This design comes from an exercise in tuning for small area on the open sky130 flow, not from production work. In this exercise RTL edits were held to simulation tests only and were not proved equivalent to the original. Power is estimated from default activity; no workload was simulated.

--- config.mk ---
export PLATFORM = sky130hd
export DESIGN_NAME = uart_ctl
export DESIGN_NICKNAME = uart_ctl
export VERILOG_FILES = /design/flow/design.v
export SDC_FILE = /design/flow/constraint.sdc
export NUM_CORES = 4
export LEC_CHECK = 0
export CAP_MARGIN = 20
export CORE_MARGIN = 2
export CORE_UTILIZATION = 40
export SLEW_MARGIN = 20
--- constraint.sdc ---
create_clock -name core_clock -period 10.0 [get_ports {CLK}]
set_input_delay 2.0000 -clock core_clock [delete_from_list [all_inputs] [get_ports {CLK}]]
set_output_delay 2.0000 -clock core_clock [all_outputs]
set_load 0.01 [all_outputs]
--- design.v ---
module uart_core(
     CLK_Uart16x,
	 CE,
	 RST,
	 CMD,      
	 T_nCS,
	 T_Busy,
	 T_Data,
	 T_TXD,
	 R_Error,
	 R_Ready,
	 R_Data,
	 R_RXD
	 );
	 input           CLK_Uart16x ;
	 input           CE ;
	 input           RST ;
	 input    [1:0]  CMD ;     
	 input           T_nCS ;
	 output          T_Busy ;
	 input    [7:0]  T_Data ;
	 output          T_TXD ;
	 reg             T_Busy ;
	 reg             T_TXD ;
	 reg             T_PARITY ;
	 reg      [10:0] T_MoveData ;
	 reg      [3:0]  T_CntBit ;
	 reg             Syn1_T_nCS ;
	 reg             Syn2_T_nCS ;
	 reg      [3:0]  BitNum ;
	 output          R_Error ;
	 output          R_Ready ;
	 output   [7:0]  R_Data ;
	 input           R_RXD ;
	 reg      [7:0]  R_Data ;
	 reg             R_Error ;
	 reg             R_Ready ;
	 reg             R_PARITY ;
	 reg             Syn1_R_RXD ;
	 reg             Syn2_R_RXD ;
	 reg             Syn3_R_RXD ;
	 reg      [10:0] R_MoveData ;
	 reg      [3:0]  R_CntBit ;
	 reg       [4:0] T_State ;
	 reg       [4:0] R_State ;
	 parameter [4:0] Idle       = 5'b0_0000 ,
	                 Start      = 5'b0_0001 ,
						  One        = 5'b0_0011 ,
						  Two        = 5'b0_0010 ,
						  Three      = 5'b0_0110 ,
						  Four       = 5'b0_0100 ,
						  Five       = 5'b0_0101 ,
						  Six        = 5'b0_0111 ,
						  Seven      = 5'b0_1111 ,
						  Eight      = 5'b0_1110 ,
						  Nine       = 5'b0_1100 ,
						  Ten        = 5'b0_1101 ,
						  Eleven     = 5'b0_1001 ,
						  Twelve     = 5'b0_1011 ,
						  Thirteen   = 5'b0_1010 ,
						  Fourteen   = 5'b0_1000 ,
						  Fifteen    = 5'b1_1000 ,
						  Sixteen    = 5'b1_0000 ;
always @( posedge CLK_Uart16x , posedge RST )begin
    if( RST )begin
	     Syn1_T_nCS   <= 1'b1 ;
		  Syn2_T_nCS   <= 1'b1 ;
	 end else if( CE )begin
	     Syn1_T_nCS   <= T_nCS ;
		 Syn2_T_nCS   <= Syn1_T_nCS ;
	 end
end
always @( posedge CLK_Uart16x , posedge RST )begin
    if( RST )begin
	    Syn1_R_RXD   <= 1'b1 ;
		Syn2_R_RXD   <= 1'b1 ;
		Syn3_R_RXD   <= 1'b1 ;
	 end else if( CE )begin
	    Syn1_R_RXD   <= R_RXD ;
		Syn2_R_RXD   <= Syn1_R_RXD ;
		Syn3_R_RXD   <= Syn2_R_RXD ;
	 end
end
always @( posedge CLK_Uart16x , posedge RST )begin
    if( RST )begin
	     BitNum       <=  4'd10 ;
	 end else if( CE )begin
        case( CMD )
		      2'b00 : begin
				    BitNum       <=  4'd10 ;
				end
				2'b01 : begin
				    BitNum       <=  4'd11 ;
				end
				2'b10 : begin
				    BitNum       <=  4'd11 ;
				end
				2'b11 : begin
				    BitNum       <=  4'd10 ;
				end
		   endcase
	 end
end				
always @( posedge CLK_Uart16x , posedge RST )begin
    if( RST )begin
	     T_MoveData   <=  11'd0 ;
		  T_PARITY     <=  1'b0 ;
		  T_CntBit     <=  4'd0 ;
		  T_Busy       <=  1'b0 ;
		  T_TXD        <=  1'b1 ;
		  T_State      <=  Idle ;
	 end else if( CE )begin
	     case( T_State )
	         Idle : begin
				    T_Busy       <=  1'b0 ;
		          T_PARITY     <=  1'b0 ;
					 T_CntBit     <=  4'd0 ;
					 T_TXD        <=  1'b1 ;
				    if( {Syn2_T_nCS,Syn1_T_nCS} == 2'b10 )begin
					     T_MoveData   <=  {1'b1,1'b0,T_Data,1'b0} ;
						  T_State      <=  Start ;
					 end else begin
					     T_MoveData   <=  11'd0 ;
						  T_State      <=  Idle ;
					 end
				end
				Start : begin
				    T_Busy       <=  1'b1 ;
				    T_State      <=  One ;
				    if( BitNum == 4'd10 )begin
						  T_MoveData[9] <=  1'b1 ;
					 end else begin
					     T_MoveData[9] <=  1'b0 ;
					 end
				end
				One : begin
				    T_TXD        <=  T_MoveData[0] ;
					 T_State      <=  Two ;
				end
				Two : begin
				    T_CntBit     <=  T_CntBit + 1'b1 ;
				    T_State      <=  Three ;
				end
				Three : begin
				    T_PARITY     <=  T_PARITY ^ T_TXD ;
				    T_State      <=  Four ;
				end
				Four : begin
				    T_MoveData[9:0]   <=  T_MoveData[10:1] ;
					 T_MoveData[10]    <=  1'b1 ;
				    T_State      <=  Five ;
				end
				Five : begin
				    T_State      <=  Six ;
				end
				Six : begin
				    T_State      <=  Seven ;
				end
				Seven : begin
				    T_State      <=  Eight ;
				end
				Eight : begin
				    T_State      <=  Nine ;
				end
				Nine : begin
				    T_State      <=  Ten ;
				end
				Ten : begin
				    T_State      <=  Eleven ;
				end
				Eleven : begin
				    T_State      <=  Twelve ;
				end
				Twelve : begin
				    T_State      <=  Thirteen ;
				end
				Thirteen : begin
				    T_State      <=  Fourteen ;
				end
				Fourteen : begin
				    T_State      <=  Fifteen ;
					 if( ( T_CntBit == 4'd9 ) && ( CMD == 2'b01 ) )begin  
					     T_MoveData[0] <= ~T_PARITY ;
					 end
				end
				Fifteen : begin
				    T_State      <=  Sixteen ;
					 if( ( T_CntBit == 4'd9 ) && ( CMD == 2'b10 ) )begin
					     T_MoveData[0] <= T_PARITY ;
					 end
				end
				Sixteen : begin
				    if( T_CntBit == BitNum )begin
				        T_State      <=  Idle ;
					 end else begin
					     T_State      <=  One ;
					 end
				end
				default : begin
				    T_State      <=  Idle ;
				end
	    endcase
	 end
end
always @( posedge CLK_Uart16x , posedge RST )begin
    if( RST )begin
	     R_MoveData   <=  11'd0 ;
		  R_PARITY     <=  1'b0 ;
		  R_CntBit     <=  4'd0 ;
		  R_Error      <=  1'b0 ;
		  R_Ready      <=  1'b1 ;
		  R_Data       <=  8'd0 ;
		  R_State      <=  Idle ;
	 end else if( CE )begin
	     case( R_State )
	         Idle : begin
		          R_PARITY     <=  1'b0 ;
					 R_CntBit     <=  4'd0 ;
					 R_MoveData   <=  11'd0 ;
					 R_Ready      <=  1'b1 ;
				    if( {Syn2_R_RXD,Syn1_R_RXD} == 2'b10 )begin
					     R_Error      <=  1'b0 ;
						  R_State      <=  One ;
					 end else begin
						  R_State      <=  Idle ;
					 end
				end
				One : begin
				    R_Ready      <=  1'b0 ;
					 R_State      <=  Two ;
				end
				Two : begin
				    R_State      <=  Three ;
				end
				Three : begin
				    R_State      <=  Four ;
				end
				Four : begin
				    R_State      <=  Five ;
				end
				Five : begin
				    R_State      <=  Six ;
				end
				Six : begin
				    R_State      <=  Seven ;
				end
				Seven : begin
				    if( ( R_CntBit == 4'd9 ) && ( CMD != 2'b00 ) )begin
					     if( R_PARITY == Syn3_R_RXD )begin
						      R_State      <=  Eight ;
						  end else begin
						      R_Error      <=  1'b1 ;
						      R_State      <=  Idle ;
						  end
					 end else begin
				        R_State      <=  Eight ;
					 end
				end
				Eight : begin
				    R_MoveData[10] <=  Syn3_R_RXD ;
					 R_PARITY       <=  R_PARITY ^ Syn3_R_RXD ;
				    R_State        <=  Nine ;
				end
				Nine : begin
				    R_CntBit     <=  R_CntBit + 1'b1 ;
				    R_State      <=  Ten ;
				end
				Ten : begin
				    R_MoveData[9:0]   <=  R_MoveData[10:1] ;
				    R_State      <=  Eleven ;
				end
				Fifteen : begin
				    if( R_CntBit != BitNum )begin
					     R_State  <=  Sixteen ;
					 end else if( Syn3_R_RXD == 1'b1 )begin
					     R_State  <=  Sixteen ;
					 end else begin
					     R_Error      <=  1'b1 ;
					     R_State      <=  Idle ;
					 end
				end
				Twelve : begin
				    R_State      <=  Thirteen ;
				end
				Thirteen : begin
				    R_State      <=  Fourteen ;
				end
				Fourteen : begin
				    R_State      <=  Fifteen ;
				    if( ( R_CntBit == 4'd9 ) && ( CMD == 2'b01 ) )begin
					     R_PARITY <= ~R_PARITY ;
					 end else if( ( R_CntBit == 4'd9 ) && ( CMD == 2'b10 ) )begin
					     R_PARITY <= R_PARITY ;
					 end
				end
				Eleven : begin
				    if( R_CntBit == BitNum )begin
					     if( CMD == 2'b00 )begin
					         R_Data <= R_MoveData[8:1] ;
					     end else begin
					         R_Data <= R_MoveData[7:0] ;
					     end
				        R_State      <=  Idle ;
					 end else begin
					     R_State      <=  Twelve ;
					 end
				end
				Sixteen : begin
				R_State      <=  One ;
				end
				default : begin
				    R_State      <=  Idle ;
				end
		endcase
	 end
end	 
endmodule 
module uart_ctl(
	input              CLK,
	input              RST,
	input              DIFF_PHEN,
	input      [15: 0] DIFF_PHDAT,
	input      [54: 0] LTHMAXD,
	input              CHECK_DOE,
	input      [63: 0] CHECK_DAT1,
	input      [63: 0] CHECK_DAT2,
	input      [63: 0] CHECK_DAT3,
	input      [63: 0] CHECK_DAT4,
	input      [63: 0] CHECK_DAT5,
	input      [63: 0] CHECK_DAT6,
	input      [63: 0] CHECK_DAT7,
	input      [63: 0] CHECK_DAT8,
	input      [63: 0] CHECK_DAT9,
	input      [63: 0] CHECK_DAT10,
	input      [63: 0] CHECK_DAT11,
	input      [63: 0] CHECK_DAT12,
	input      [63: 0] CHECK_DAT13,
	input      [63: 0] CHECK_DAT14,
	input      [63: 0] CHECK_DAT15,
	input      [63: 0] CHECK_DAT16,
	output             ARM_TXD,
	input              ARM_RXD,
	output             SIM_TXD,
	input              SIM_RXD
);
reg          Clk16;
reg  [7 : 0] DivCnt;
reg  [15: 0] TxBuff[70:0];
reg          TxBuffBuy;
reg  [7 : 0] STATU;
reg          TxEn;
reg  [7 : 0] TxDat;
reg  [7 : 0] TxCnt;
reg  [7 : 0] DlyCnt;
wire         TxRusy;
reg  [7 : 0] DlyCnt1;
reg          UartTx;
wire         Tick16;
assign SIM_TXD       = ARM_TXD;
assign Tick16        = (DivCnt == 8'd26) & (!Clk16);
always@(posedge CLK,posedge RST)begin
	if(RST)begin
		DivCnt      <= 8'd0;
		Clk16       <= 1'b0;
	end else if(DivCnt == 8'd26)begin
		DivCnt      <= 8'd0;
		Clk16       <= ~Clk16;
	end else begin
		DivCnt      <= DivCnt + 8'd1;
	end
end
always@(posedge CLK,posedge RST)begin
	if(RST)begin
		UartTx         <= 1'b0;
		DlyCnt1        <= 8'd31;
	end else if(DIFF_PHEN)begin
		UartTx         <= 1'b1;
		DlyCnt1        <= 8'd0;
	end else if(TxBuffBuy)begin
		UartTx         <= 1'b0;
		DlyCnt1        <= DlyCnt1;
	end else begin
		DlyCnt1        <= DlyCnt1 + 8'd1;
	end
end
always@(posedge CLK,posedge RST)begin
	if(RST)begin
		TxBuff[0]    <= 16'h55aa;
		TxBuff[1]    <= 16'h6699;
		TxBuff[2]    <= 16'd0;
		TxBuff[3]    <= 16'd0;
		TxBuff[4]    <= 16'd0;
		TxBuff[5]    <= 16'd0;
		TxBuff[6]    <= 16'd0;
		TxBuff[7]    <= 16'd0;
		TxBuff[8]    <= 16'd0;
		TxBuff[9]    <= 16'd0;
		TxBuff[10]   <= 16'd0;
		TxBuff[11]   <= 16'd0;
		TxBuff[12]   <= 16'd0;
		TxBuff[13]   <= 16'd0;
		TxBuff[14]   <= 16'd0;
		TxBuff[15]   <= 16'd0;
		TxBuff[16]   <= 16'd0;
		TxBuff[17]   <= 16'd0;
		TxBuff[18]   <= 16'd0;
		TxBuff[19]   <= 16'd0;
		TxBuff[20]   <= 16'd0;
		TxBuff[21]   <= 16'd0;
		TxBuff[22]   <= 16'd0;
		TxBuff[23]   <= 16'd0;
		TxBuff[24]   <= 16'd0;
		TxBuff[25]   <= 16'd0;
		TxBuff[26]   <= 16'd0;
		TxBuff[27]   <= 16'd0;
		TxBuff[28]   <= 16'd0;
		TxBuff[29]   <= 16'd0;
		TxBuff[30]   <= 16'd0;
		TxBuff[31]   <= 16'd0;
		TxBuff[32]   <= 16'd0;
		TxBuff[33]   <= 16'd0;
		TxBuff[34]   <= 16'd0;
		TxBuff[35]   <= 16'd0;
		TxBuff[36]   <= 16'd0;
		TxBuff[37]   <= 16'd0;
		TxBuff[38]   <= 16'd0;
		TxBuff[39]   <= 16'd0;
		TxBuff[40]   <= 16'd0;
		TxBuff[41]   <= 16'd0;
		TxBuff[42]   <= 16'd0;
		TxBuff[43]   <= 16'd0;
		TxBuff[44]   <= 16'd0;
		TxBuff[45]   <= 16'd0;
		TxBuff[46]   <= 16'd0;
		TxBuff[47]   <= 16'd0;
		TxBuff[48]   <= 16'd0;
		TxBuff[49]   <= 16'd0;
		TxBuff[50]   <= 16'd0;
		TxBuff[51]   <= 16'd0;
		TxBuff[52]   <= 16'd0;
		TxBuff[53]   <= 16'd0;
		TxBuff[54]   <= 16'd0;
		TxBuff[55]   <= 16'd0;
		TxBuff[56]   <= 16'd0;
		TxBuff[57]   <= 16'd0;
		TxBuff[58]   <= 16'd0;
		TxBuff[59]   <= 16'd0;
		TxBuff[60]   <= 16'd0;
		TxBuff[61]   <= 16'd0;
		TxBuff[62]   <= 16'd0;
		TxBuff[63]   <= 16'd0;
		TxBuff[64]   <= 16'd0;
		TxBuff[65]   <= 16'd0;
		TxBuff[66]   <= 16'd0;
		TxBuff[67]   <= 16'd0;
		TxBuff[68]   <= 16'd0;
		TxBuff[69]   <= 16'd0;
		TxBuff[70]   <= 16'd0;
	end else if(DIFF_PHEN)begin
		TxBuff[2]    <= LTHMAXD[54:48];
		TxBuff[3]    <= LTHMAXD[47:32];
		TxBuff[4]    <= LTHMAXD[31:16];
		TxBuff[5]    <= LTHMAXD[15: 0];
		TxBuff[6]    <= DIFF_PHDAT;
		TxBuff[7]    <= CHECK_DAT1[63:48];
		TxBuff[8]    <= CHECK_DAT1[47:32];
		TxBuff[9]    <= CHECK_DAT1[31:16];
		TxBuff[10]   <= CHECK_DAT1[15:0];
		TxBuff[11]   <= CHECK_DAT2[63:48];
		TxBuff[12]   <= CHECK_DAT2[47:32];
		TxBuff[13]   <= CHECK_DAT2[31:16];
		TxBuff[14]   <= CHECK_DAT2[15:0];
		TxBuff[15]   <= CHECK_DAT3[63:48];
		TxBuff[16]   <= CHECK_DAT3[47:32];
		TxBuff[17]   <= CHECK_DAT3[31:16];
		TxBuff[18]   <= CHECK_DAT3[15:0];
		TxBuff[19]   <= CHECK_DAT4[63:48];
		TxBuff[20]   <= CHECK_DAT4[47:32];
		TxBuff[21]   <= CHECK_DAT4[31:16];
		TxBuff[22]   <= CHECK_DAT4[15:0];
		TxBuff[23]   <= CHECK_DAT5[63:48];
		TxBuff[24]   <= CHECK_DAT5[47:32];
		TxBuff[25]   <= CHECK_DAT5[31:16];
		TxBuff[26]   <= CHECK_DAT5[15:0];
		TxBuff[27]   <= CHECK_DAT6[63:48];
		TxBuff[28]   <= CHECK_DAT6[47:32];
		TxBuff[29]   <= CHECK_DAT6[31:16];
		TxBuff[30]   <= CHECK_DAT6[15:0];
		TxBuff[31]   <= CHECK_DAT7[63:48];
		TxBuff[32]   <= CHECK_DAT7[47:32];
		TxBuff[33]   <= CHECK_DAT7[31:16];
		TxBuff[34]   <= CHECK_DAT7[15:0];
		TxBuff[35]   <= CHECK_DAT8[63:48];
		TxBuff[36]   <= CHECK_DAT8[47:32];
		TxBuff[37]   <= CHECK_DAT8[31:16];
		TxBuff[38]   <= CHECK_DAT8[15:0];
		TxBuff[39]   <= CHECK_DAT9[63:48];
		TxBuff[40]   <= CHECK_DAT9[47:32];
		TxBuff[41]   <= CHECK_DAT9[31:16];
		TxBuff[42]   <= CHECK_DAT9[15:0];
		TxBuff[43]   <= CHECK_DAT10[63:48];
		TxBuff[44]   <= CHECK_DAT10[47:32];
		TxBuff[45]   <= CHECK_DAT10[31:16];
		TxBuff[46]   <= CHECK_DAT10[15:0];
		TxBuff[47]   <= CHECK_DAT11[63:48];
		TxBuff[48]   <= CHECK_DAT11[47:32];
		TxBuff[49]   <= CHECK_DAT11[31:16];
		TxBuff[50]   <= CHECK_DAT11[15:0];
		TxBuff[51]   <= CHECK_DAT12[63:48];
		TxBuff[52]   <= CHECK_DAT12[47:32];
		TxBuff[53]   <= CHECK_DAT12[31:16];
		TxBuff[54]   <= CHECK_DAT12[15:0];
		TxBuff[55]   <= CHECK_DAT13[63:48];
		TxBuff[56]   <= CHECK_DAT13[47:32];
		TxBuff[57]   <= CHECK_DAT13[31:16];
		TxBuff[58]   <= CHECK_DAT13[15:0];
		TxBuff[59]   <= CHECK_DAT14[63:48];
		TxBuff[60]   <= CHECK_DAT14[47:32];
		TxBuff[61]   <= CHECK_DAT14[31:16];
		TxBuff[62]   <= CHECK_DAT14[15:0];
		TxBuff[63]   <= CHECK_DAT15[63:48];
		TxBuff[64]   <= CHECK_DAT15[47:32];
		TxBuff[65]   <= CHECK_DAT15[31:16];
		TxBuff[66]   <= CHECK_DAT15[15:0];
		TxBuff[67]   <= CHECK_DAT16[63:48];
		TxBuff[68]   <= CHECK_DAT16[47:32];
		TxBuff[69]   <= CHECK_DAT16[31:16];
		TxBuff[70]   <= CHECK_DAT16[15:0];
	end
end
always@(posedge CLK,posedge RST)begin
	if(RST)begin
		STATU         <= 8'd0;
		TxEn          <= 1'b0;
		TxDat         <= 8'd0;
		TxCnt         <= 8'd0;
		TxBuffBuy     <= 1'b0;
		DlyCnt        <= 8'd0;
	end else if(Tick16)begin
		case(STATU)
			8'd0   :begin
						if((!TxRusy) & UartTx)begin
							STATU         <= 8'd1;
							TxBuffBuy     <= 1'b1;
						end else begin
							STATU         <= 8'd0;
						end
					end
			8'd1   :begin
						TxBuffBuy     <= 1'b0;
						if(!TxRusy)begin
							STATU         <= 8'd2;
						end else begin
							STATU         <= 8'd1;
						end
						TxDat         <= TxBuff[TxCnt][15:8];
					end
			8'd2   :begin
						TxEn          <= 1'b1;
						STATU         <= 8'd3;
					end
			8'd3   :begin
						TxEn          <= 1'b0;
						if(DlyCnt == 8'd3)begin
							DlyCnt        <= 8'd0;
							STATU         <= 8'd4;
						end else begin
							DlyCnt        <= DlyCnt + 8'd1;
							STATU         <= 8'd3;
						end
					end
			8'd4   :begin
						if(!TxRusy)begin
							STATU         <= 8'd5;
						end else begin
							STATU         <= 8'd4;
						end
						TxDat         <= TxBuff[TxCnt][7:0];
					end
			8'd5   :begin
						TxEn          <= 1'b1;
						STATU         <= 8'd6;
					end
			8'd6   :begin
						TxEn          <= 1'b0;
						if(DlyCnt == 8'd2)begin
							DlyCnt        <= 8'd0;
							STATU         <= 8'd7;
						end else begin
							DlyCnt        <= DlyCnt + 8'd1;
							STATU         <= 8'd6;
						end
					end
			8'd7   :begin
						if(TxCnt == 8'd70)begin
							TxCnt         <= 8'd0;
							STATU         <= 8'd0;
						end else begin
							TxCnt         <= TxCnt + 8'd1;
							STATU         <= 8'd1;
						end
					end
			default:;
		endcase
	end
end
uart_core  uart_core_inst(
     .CLK_Uart16x  ( CLK     ),
	 .CE           ( Tick16  ),
	 .RST          ( RST     ),
	 .CMD          ( 2'b00   ),      
	 .T_nCS        ( !TxEn   ),
	 .T_Busy       ( TxRusy  ),
	 .T_Data       ( TxDat   ),
	 .T_TXD        ( ARM_TXD ),
	 .R_Error      (  ),
	 .R_Ready      (  ),
	 .R_Data       (  ),
	 .R_RXD        ( ARM_RXD )
);
endmodule
--- run.sh ---
#!/bin/bash
# synth_recipe.tcl (not shown) runs the flow's synth.tcl, then flattens the netlist and writes it again
# the make line also repeats each setting of config.mk as NAME=value (left out here)
make -C /OpenROAD-flow-scripts/flow DESIGN_CONFIG=/design/flow/config.mk WORK_HOME=/design/flow/orfs CLKGATE_MAP_FILE= SYNTH_SCRIPT=/design/flow/synth_recipe.tcl finish
==> impl_metrics.yaml <==
global_route:
  grt_pass1_wl_um: 347000
  grt_overflow: 0
  grt_antenna_before_repair: 124
  grt_pass1_vias: 41170
  grt_max_degree: 167
  track_usage_pct: 39.05
pwr:
  p_leak_uw: 0.02815
  max-vdd-ir-drop_v: 0.0001406
  comb_power_share_pct: 10.3
  p_int_uw: 8802
  p_sw_share_pct: 23.90
  p_seq_share_pct: 46.7
  clkPwrFrac_pct: 43.0
  p_switching_uw: 2765
  power_density_nw_per_um2: 167.2
critical_path:
  slowest_delay_ps: 1100
  path_cells: "inv_1 -> ha_2 -> nand4b_1 -> nor2_4 -> nor4_1 -> nand4_1 -> nor4_2 -> nor4_1 -> o31ai_1"
  crit_path_top_delay_cell: "nor2_4"
  path_depth: 9
  path_buf_inv: 1
  crit_required_ps: 10610
  cp_max_fo: 27
  arrival_ps: 5480
  endpoint_kind: "flop"
  startpoint: "TxCnt[1]"
  rr_worst_depth: 9
  r2r_end: "TxDat[3]"
  crit_type: "reg2reg"
  startpoint_type: "flop"
  r2r_slack_ps: 5130
  crit_family: "simple AND/OR/NAND/NOR gates"
  worstSetupEndpoint: "TxDat[3]"
  crit_path_frequent_cell: "nor4_1"
  r2r-start: "TxCnt[1]"
cts:
  clkSlewWorstSetupHoldPaths_ps: 60
  cts_buffers: 134
  clock_path_buffers: 3
  cts_setup_buffers: 0
  cts_root_buffer: "clkbuf_16"
  cts_hold_buffers: 0
  insertion_delay_ps: 760
  cts_max_level: 4
  cts.sinks: 1158
  cts_tree: "done"
  ctsResizeCount: 0
die:
  core_um2: 127500
  die-height_um: 362.2
  initial_core_util_pct: 40.25
  dieWidth_um: 362.2
  die_area_um2: 131200
  rows: 131
  num_io_pins: 1103
routing:
  wl_per_cell_um: 38.66
  dr.first_iter.drc_count: 4600
  wl_um: 260500
  vias_per_cell: 6.104
  drt_pre_antenna_iters: 7
  ant_nets: 0
  drcViolationCount: 0
  vias: 41130
finish:
  regArea_um2: 28990
  nets: 6029
  multi_input_area_um2: 21430
  syn_to_final_growth_pct: 34.77
  drive_gt1_share_pct: 30.82
  nFillCells: 10990
  fin_util_pct: 54.24
synthesis:
  synthArstFlopShare_pct: 100.0
  ys_ff_latch: 1158
  ys_types: 71
  synth_nets: 4982
  syn-mean-instance-area_um2: 13.26
  syn_area_um2: 51330
  syn_inst: 3870
  synth_commonest_cells: "dfrtp_1, mux2_2, a22oi_1"
  yosys.area.top_type_share_pct: 56.31
  synth_most_common_cell: "dfrtp_1"
  synth_ff_type: "dfrtp_1"
  synth.area.top_cells: "dfrtp_1, mux2_2, a22oi_1, clkbuf_1, nand4_1"
  yosys_warnings: 3
  yosysTopAreaCell: "dfrtp_1"
  synth-edff-count: 0
  seq_area_frac_synth_pct: 56.47
place:
  place.gp.congestion: 0.9176
  dpl.hpwl_um: 192600
  io_buffers: 1099
timing:
  max_clock_freq_mhz: 205.5
  period_share_pct: 48.67
  hold_viol_final: 0
  maxSlewViolCount: 0
  setup_violations: 0
  fin_worst_skew_ps: 21.56
  worst_pin_slew_ps: 1273
  rsz0062_at_grt: "no"
  fin_setup_tns_ps: 0
  min_period_ps: 4867
  relSlewSlack_pct: 14.65
min_path:
  hp-class: "reg2reg"
status:
  status: "no timing/DRC/antenna violations"
flow_run:
  maxCapViolations: 0
tightest hold or removal path, delay by kind of cell (launching register included):
kind / cells / cell delay (ps)
flip-flops: 1 / 360
AND/OR/NAND/NOR: 2 / 90
area by class of cell:
cell class              instances  area share (%)
inverters                      13         0.07597
flip-flops and latches       1158           41.92
clock inverters                39          0.5210
well taps                    1662           3.006
diodes                         64          0.2315
multi-input cells            2392           30.98
repair buffers               1218           17.44
clock buffers                 193           5.828
cells by family (layout without fill, tap and decap cells):
group | Yosys count | after routing | share of synthesized area [%]
other cells | 0 | 64 | 0
buf+inv | 320 | 1463 | 2.491
xor+xnor | 13 | 13 | 0.2218
flops | 1158 | 1158 | 56.47
compound gates | 570 | 570 | 8.483
simple gates | 675 | 675 | 7.472
mux | 1123 | 1123 | 24.60
fa+ha+maj | 11 | 11 | 0.2682
how the worst min path moves through the flow:
stage / from / end / slack [ps] / depth (start not counted)
4_1_cts: uart_core_inst.Syn2_T_nCS / uart_core_inst.Syn2_T_nCS / 460 / 2
5_1_grt: DivCnt[7] / DivCnt[7] / 490 / 1
6_report: uart_core_inst.Syn2_T_nCS / uart_core_inst.Syn2_T_nCS / 450 / 2
3_5_place_dp: uart_core_inst.Syn2_T_nCS / uart_core_inst.Syn2_T_nCS / 450 / 2
3_3_place_gp: uart_core_inst.Syn2_T_nCS / uart_core_inst.Syn2_T_nCS / 450 / 2
2_1_floorplan: TxEn / uart_core_inst.Syn1_T_nCS / 430 / 1
sequential cells by signal, summed over array words and instances, names as in the netlist:
name and flops:
TxBuff 1095, uart_core_inst.T_MoveData 11, DivCnt 8, DlyCnt 8
TxCnt 8, TxDat 8, uart_core_inst.T_State 5, uart_core_inst.T_CntBit 4
STATU 3, Clk16 1, TxBuffBuy 1, TxEn 1
UartTx 1, uart_core_inst.Syn1_T_nCS 1, uart_core_inst.Syn2_T_nCS 1, uart_core_inst.T_Busy 1
uart_core_inst.T_TXD 1
layer usage:
layer | track usage [%] | vias up | part of all wire (%)
li1 | - | 16820 | -
met3 | 11.81 | 563 | 9.4
met2 | 62.07 | 2199 | 47
met4 | 20.21 | 86 | 5.4
met5 | 0 | - | 0.21
met1 | 48.02 | 21470 | 38
stage by stage:
stage	area [um^2]	hold WS (ps)	setup WS, ps	instances	power, uW
final	69170	453.3	5133	6739	11570
after global routing	69120	490.5	5195	6718	11930
after CTS	69010	456.3	5308	6675	11610
after detailed placement	64620	446.8	5239	6443	6663
after global placement	64590	454.2	5245	6442	6628
after floorplan	51330	427.8	-7986	3870	6017
placed cells by master, fill, tap and decap left out, drive strengths merged, types with 23 or more instances in the layout:
master         instances
a2111oi               23
a21oi                 31
a221oi                37
a22o                  44
a22oi                297
and2                  35
and3                  86
buf                  120
clkbuf               193
clkdlybuf4s50       1098
clkinv                29
dfrtp               1155
diode                 64
mux2                1106
nand2                109
nand3                112
nand4                 90
nor2                  65
nor3                  30
nor4                  41
o21ai                 29
power groups by stage:
stage | clock network, uW | registers [uW] | logic [uW]
after floorplan | 0 | 5400 | 621
after global placement | 0 | 5460 | 1170
after detailed placement | 0 | 5470 | 1190
after CTS | 5020 | 5390 | 1200
after global routing | 5210 | 5450 | 1270
final | 4970 | 5400 | 1200

==> what the ideal ports hide <==
How much do the figures lean on ideal ports? The routed layout below was timed once more, with nothing changed but the port constraints.
Step 1, drivers: a clkbuf_16 drives CLK and a buf_2 each remaining input, both assumed.
Step 2 moves the port delays by t, midway between the first and last clock arrival at a register: inputs arrive t later, outputs are due t later. That takes back most of the time a late clock gives input paths.
Slacks: ideal / step 1 / step 2; pairs: ideal / step 1.
t (ns): 0.845
slack for setup (ns): 5.133 / 5.133 / 5.133
worst setup path after step 2: register to register
worst register clock-pin slew, ns: 0.06 / 0.06
worst data-port slew with drivers (ns): 0.27
After both steps this run still meets setup and hold. For this run, drivers alone change the setup slack by 0.000 ns; drivers and shift together by 0.000 ns.
